Background: an optimization exercise with open tools, aiming at small area and a short achievable clock period. Do not read the settings as production practice.
Function was checked by simulation only, so behaviour that the tests miss may differ from the original.
No activity file was given, so power comes from the tool's default toggle rates.

==> 02-13: inputs <==
Design my_fir, start of the top module:
module my_fir
#(parameter F=10)
(
input logic                clk,
input logic                rst,
input logic signed  [15:0] filter_in,
output logic signed [31:0] filter_out
    );
clock: 6.5 ns
lec_check: 0
abc_clock_period_in_ps: 2600
cap_margin: 20
core_margin: 2
core_utilization: 60
cts_cluster_diameter: 80
cts_cluster_size: 18
place_density: 0.75
setup_slack_margin: 3.95
slew_margin: 20
synth_hierarchical: 1
standard.sh (not shown) runs the stock make flow with config.mk's settings and CLKGATE_MAP_FILE= SYNTH_SCRIPT=/design/flow/synth_recipe.tcl, a recipe that flattens the netlist after the stock synthesis.
==> flow/flow/run.sh <==
#!/bin/bash
# Standard layout, but the port buffers inserted before placement are plain
# buffers (buf_2) instead of the resizer's default delay cell; everything
# else is the standard flow (standard.sh).
export BUFFER_PORTS_ARGS="-buffer_cell sky130_fd_sc_hd__buf_2"
bash standard.sh > standard.log 2>&1
status=$?
cp standard.sh my_standard_copy.sh.txt 2>/dev/null
exit $status
==> inputs of 07-10, as changes to 02-13 <==
Settings changed: CORE_UTILIZATION 60 to 70, CTS_CLUSTER_DIAMETER 80 to 100, CTS_CLUSTER_SIZE 18 to 24, PLACE_DENSITY 0.75 to 0.82.
==> inputs of 05-11, as changes to 02-13 <==
Settings changed: CTS_CLUSTER_DIAMETER 80 to 110, CTS_CLUSTER_SIZE 18 to 28.
==> notes <==
- Between 07-10 and 05-11, the lower die area is in 07-10 (gap 14%, measured against 05-11).
- The highest sequential share of layout area belongs to 05-11, the lowest to 02-13.
- Non-clock buffer count, lowest first: 05-11, 02-13, 07-10.
- Register-to-register slack is about the same in 02-13 and 07-10.
- Between 02-13 and 07-10, the lower clock power is in 07-10 (gap 15%, measured against 07-10).
- Sequential power is about the same in 05-11 and 07-10.
- Core utilization, highest first: 07-10, 02-13, 05-11.
- In 02-13 the fmax is higher than in 05-11, by 0.59%.
- In 07-10 the cell count is smaller than in 02-13, by 5.2%.
- Of 05-11 and 07-10, 07-10 has the higher worst setup slack (gap 0.0038 ns).
- In synthesized area, 05-11 and 02-13 do not differ.

========
==> build 34 <==
Another version of the RTL of my_fir (not shown whole).
==> flow/config.mk <==
export PLATFORM = sky130hd
export DESIGN_NAME = my_fir
export DESIGN_NICKNAME = my_fir
export VERILOG_FILES = /design/flow/design.v
export SDC_FILE = /design/flow/constraint.sdc
export NUM_CORES = 4
export LEC_CHECK = 0
export ABC_CLOCK_PERIOD_IN_PS = 2600
export CAP_MARGIN = 20
export CORE_MARGIN = 2
export CORE_UTILIZATION = 60
export CTS_CLUSTER_DIAMETER = 100
export CTS_CLUSTER_SIZE = 24
export PLACE_DENSITY = 0.75
export SETUP_SLACK_MARGIN = 4.1
export SLEW_MARGIN = 20
export SYNTH_HIERARCHICAL = 1
==> flow/constraint.sdc <==
create_clock -name core_clock -period 6.5 [get_ports {clk}]
set_input_delay 1.3000 -clock core_clock [delete_from_list [all_inputs] [get_ports {clk}]]
set_output_delay 1.3000 -clock core_clock [all_outputs]
set_load 0.01 [all_outputs]
Scripts as last shown in full above: flow/flow/run.sh
==> trial 98: changes against build 34 <==
Settings changed: SETUP_SLACK_MARGIN 4.1 to 4.0.
==> build 40: changes against build 34 <==
--- a/flow/design.v
+++ b/flow/design.v
@@ -373,11 +373,10 @@
 logic h_4325;
 logic h_4326;
 logic h_4327;
 logic h_4328;
 logic [21:0] q;
-logic qs;    
 always @(posedge clk, posedge rst)
   if (rst) begin
     for (int i = 0; i < 16; i++) d[i] <= '0;
     pr2 <= 17'd0;
     pr3 <= 17'd0;
@@ -751,14 +750,12 @@
     h_4325 <= 1'b0;
     h_4326 <= 1'b0;
     h_4327 <= 1'b0;
     h_4328 <= 1'b0;
     q <= '0;
-    qs <= 1'b0;
   end else begin
     d[0] <= filter_in;
-    qs <= sdup_;
     for (int i = 1; i < 16; i++) d[i] <= d[i-1];
     pr2 <= pr2_d;
     pr3 <= pr3_d;
     pr4 <= pr4_d;
     pr5 <= pr5_d;
@@ -2656,14 +2653,12 @@
 fa_ us4280 (~r1_3946, r1_3947, r1_3948, s4280, c4281);
 wire s4284, c4285;
 fa_ us4284 (r1_3949, ~r1_3950, c4281, s4284, c4285);
 wire [8:0] lsum_ = {1'b0, ~s4068, ~s4060, ~r1_3860, ~r1_3858, ~r1_3857, ~r1_3855, ~r1_3854, ~r1_3852} + {1'b0, 1'b0, 1'b0, ~r1_3861, ~r1_3859, 1'b0, ~r1_3856, 1'b0, ~r1_3853};
 wire [21:0] acc_;
-wire pt_, gt_, sdup_;
-cpa_ ucpa_ ({lc_, h_4328, h_4326, h_4324, h_4321, h_4319, h_4316, h_4314, h_4311, h_4309, h_4307, h_4304, h_4302, h_4300, h_4298, h_4296, h_4294, h_4290, h_4327, h_4325, h_4323, h_4322, h_4320, h_4318, h_4317, h_4315, h_4313, h_4312, h_4310, h_4308, h_4306, h_4305, h_4303, h_4301, h_4299, h_4297, h_4295, h_4293, h_4292, h_4291, h_4289, h_4288}, acc_, pt_, gt_);
-x2_ usdup_ (pt_, gt_, sdup_);
-assign filter_out = {{5{qs}}, {5{q[21]}}, q};
+cpa_ ucpa_ ({lc_, h_4328, h_4326, h_4324, h_4321, h_4319, h_4316, h_4314, h_4311, h_4309, h_4307, h_4304, h_4302, h_4300, h_4298, h_4296, h_4294, h_4290, h_4327, h_4325, h_4323, h_4322, h_4320, h_4318, h_4317, h_4315, h_4313, h_4312, h_4310, h_4308, h_4306, h_4305, h_4303, h_4301, h_4299, h_4297, h_4295, h_4293, h_4292, h_4291, h_4289, h_4288}, acc_);
+assign filter_out = {{10{q[21]}}, q};
 endmodule
 module fa_ (input logic a, input logic b, input logic c, output logic s, output logic co);
 assign s = a ^ b ^ c;
 assign co = (a & b) | (a & c) | (b & c);
 endmodule
@@ -2756,11 +2751,11 @@
 assign p = {p__p16_16 ^ p__g15_0, p__p15_15 ^ p__g14_0, p__p14_14 ^ p__g13_0, p__p13_13 ^ p__g12_0, p__p12_12 ^ p__g11_0, p__p11_11 ^ p__g10_0, p__p10_10 ^ p__g9_0, p__p9_9 ^ p__g8_0, p__p8_8 ^ p__g7_0, p__p7_7 ^ p__g6_0, p__p6_6 ^ p__g5_0, p__p5_5 ^ p__g4_0, p__p4_4 ^ p__g3_0, p__p3_3 ^ p__g2_0, p__p2_2 ^ p__g1_0, p__p1_1 ^ p__g0_0, p__p0_0};
 endmodule
 module x2_ (input logic a, input logic b, output logic y);
 assign y = a ^ b;
 endmodule
-module cpa_ (input logic [41:0] i, output logic [21:0] y, output logic pt, output logic gt);
+module cpa_ (input logic [41:0] i, output logic [21:0] y);
 wire g0_0 = i[41];
 wire p0_0 = 1'b0;
 wire g1_1 = ~i[0] & 1'b0;
 wire p1_1 = ~i[0] ^ 1'b0;
 wire g2_2 = ~i[1] & i[24];
@@ -2868,8 +2863,6 @@
 wire g18_0 = g18_18 | (p18_18 & g17_0);
 wire g20_0 = g20_20 | (p20_20 & g19_0);
 wire g22_0 = g22_22 | (p22_22 & g21_0);
 wire g24_0 = g24_24 | (p24_24 & g23_0);
 assign y = {p24_24 ^ g23_0, p23_23 ^ g22_0, p22_22 ^ g21_0, p21_21 ^ g20_0, p20_20 ^ g19_0, p19_19 ^ g18_0, p18_18 ^ g17_0, p17_17 ^ g16_0, p16_16 ^ g15_0, p15_15 ^ g14_0, p14_14 ^ g13_0, p13_13 ^ g12_0, p12_12 ^ g11_0, p11_11 ^ g10_0, p10_10 ^ g9_0, p9_9 ^ g8_0, p8_8 ^ g7_0, p7_7 ^ g6_0, p6_6 ^ g5_0, p5_5 ^ g4_0, p4_4 ^ g3_0, p3_3 ^ g2_0};
-assign pt = p24_24;
-assign gt = g23_0;
 endmodule
Settings changed: SETUP_SLACK_MARGIN 4.1 to 4.0.
==> comparison table <==
| quantity | build 34 | trial 98 | build 40 |
|---|---|---|---|
| Total die area | 66300 um2 | 66300 um2 | 66300 um2 |
| Setup Buffers After CTS | 12 | 3 | 3 |
| P_leak | 18.1 nW | 18.0 nW | 18.0 nW |
| Compound-cell area share of the yosys netlist | 2.43% | 2.43% | 2.31% |
| Power drawn by the clock network | 2.67 mW | 2.66 mW | 2.62 mW |
| Footprint of the multi-input gates | 18900 um2 | 18700 um2 | 18800 um2 |
| Portion of the post-synthesis area used by sequential elements | 48.7% | 48.7% | 48.7% |
| Layout cell share with drive strength beyond 1 | 16.0% | 12.3% | 12.8% |
| Worst-case hold slack | 0.348 ns | 0.348 ns | 0.351 ns |
| Global-route met1 utilization | 42.2% | 42.1% | 43.6% |
| Cell area after placement | 39900 um2 | 39900 um2 | 39900 um2 |
| Xor and xnor area share after synthesis | 2.04% | 2.04% | 2.02% |
| Source of the worst register-to-register timing path | pr7[0] | d[7][13] | d[7][13] |
| Detailed placer's ending HPWL | 72.9 mm | 72.9 mm | 75.8 mm |
| Multi-input combinational cell count | 1215 | 1215 | 1218 |
| Result of the run | timing/DRC/antenna clean | timing/DRC/antenna clean | timing/DRC/antenna clean |
| Switching power | 9.29 mW | 9.25 mW | 9.48 mW |

## afterwards: timing with drivers on the ports
No port has a modelled driver above. Below, the same layouts with a new extraction and two added sets of constraints.
Step 1 assumes that a clkbuf_16 drives the clock port and a buf_2 every other input.
Step 2 moves the port delays by t, midway between the first and last clock arrival at a register: inputs arrive t later, outputs are due t later. That takes back most of the time a late clock gives input paths.
Slacks: no drivers / after step 1 / after step 2; pairs: no drivers / after step 1.
| run | t, ns | slack for setup (ns) | worst setup path at the end | clock arrival spread, ns | slew at the worst register clock pin (ns) |
|---|---|---|---|---|---|
| 02-13 | 0.667 | 3.933 / 3.918 / 3.600 | input, reset recovery | 0.033 / 0.033 | 0.08 / 0.08 |
| 07-10 | 0.642 | 3.921 / 3.921 / 3.580 | input, reset recovery | 0.024 / 0.024 | 0.10 / 0.10 |
| 05-11 | 0.698 | 3.917 / 3.879 / 3.608 | input, reset recovery | 0.017 / 0.017 | 0.11 / 0.11 |
| build 34 | 0.648 | 4.035 / 3.978 / 3.697 | input, reset recovery | 0.027 / 0.028 | 0.10 / 0.10 |
| trial 98 | 0.645 | 3.990 / 3.965 / 3.683 | input, reset recovery | 0.028 / 0.027 | 0.10 / 0.10 |
| build 40 | 0.655 | 3.993 / 3.928 / 3.764 | input, reset recovery | 0.042 / 0.042 | 0.10 / 0.10 |
After both steps every run listed still meets setup and hold. The setup slack of 07-10, which loses most, moves by 0.000 ns with the drivers and by -0.341 ns with both steps. Setup slack includes reset recovery checks.
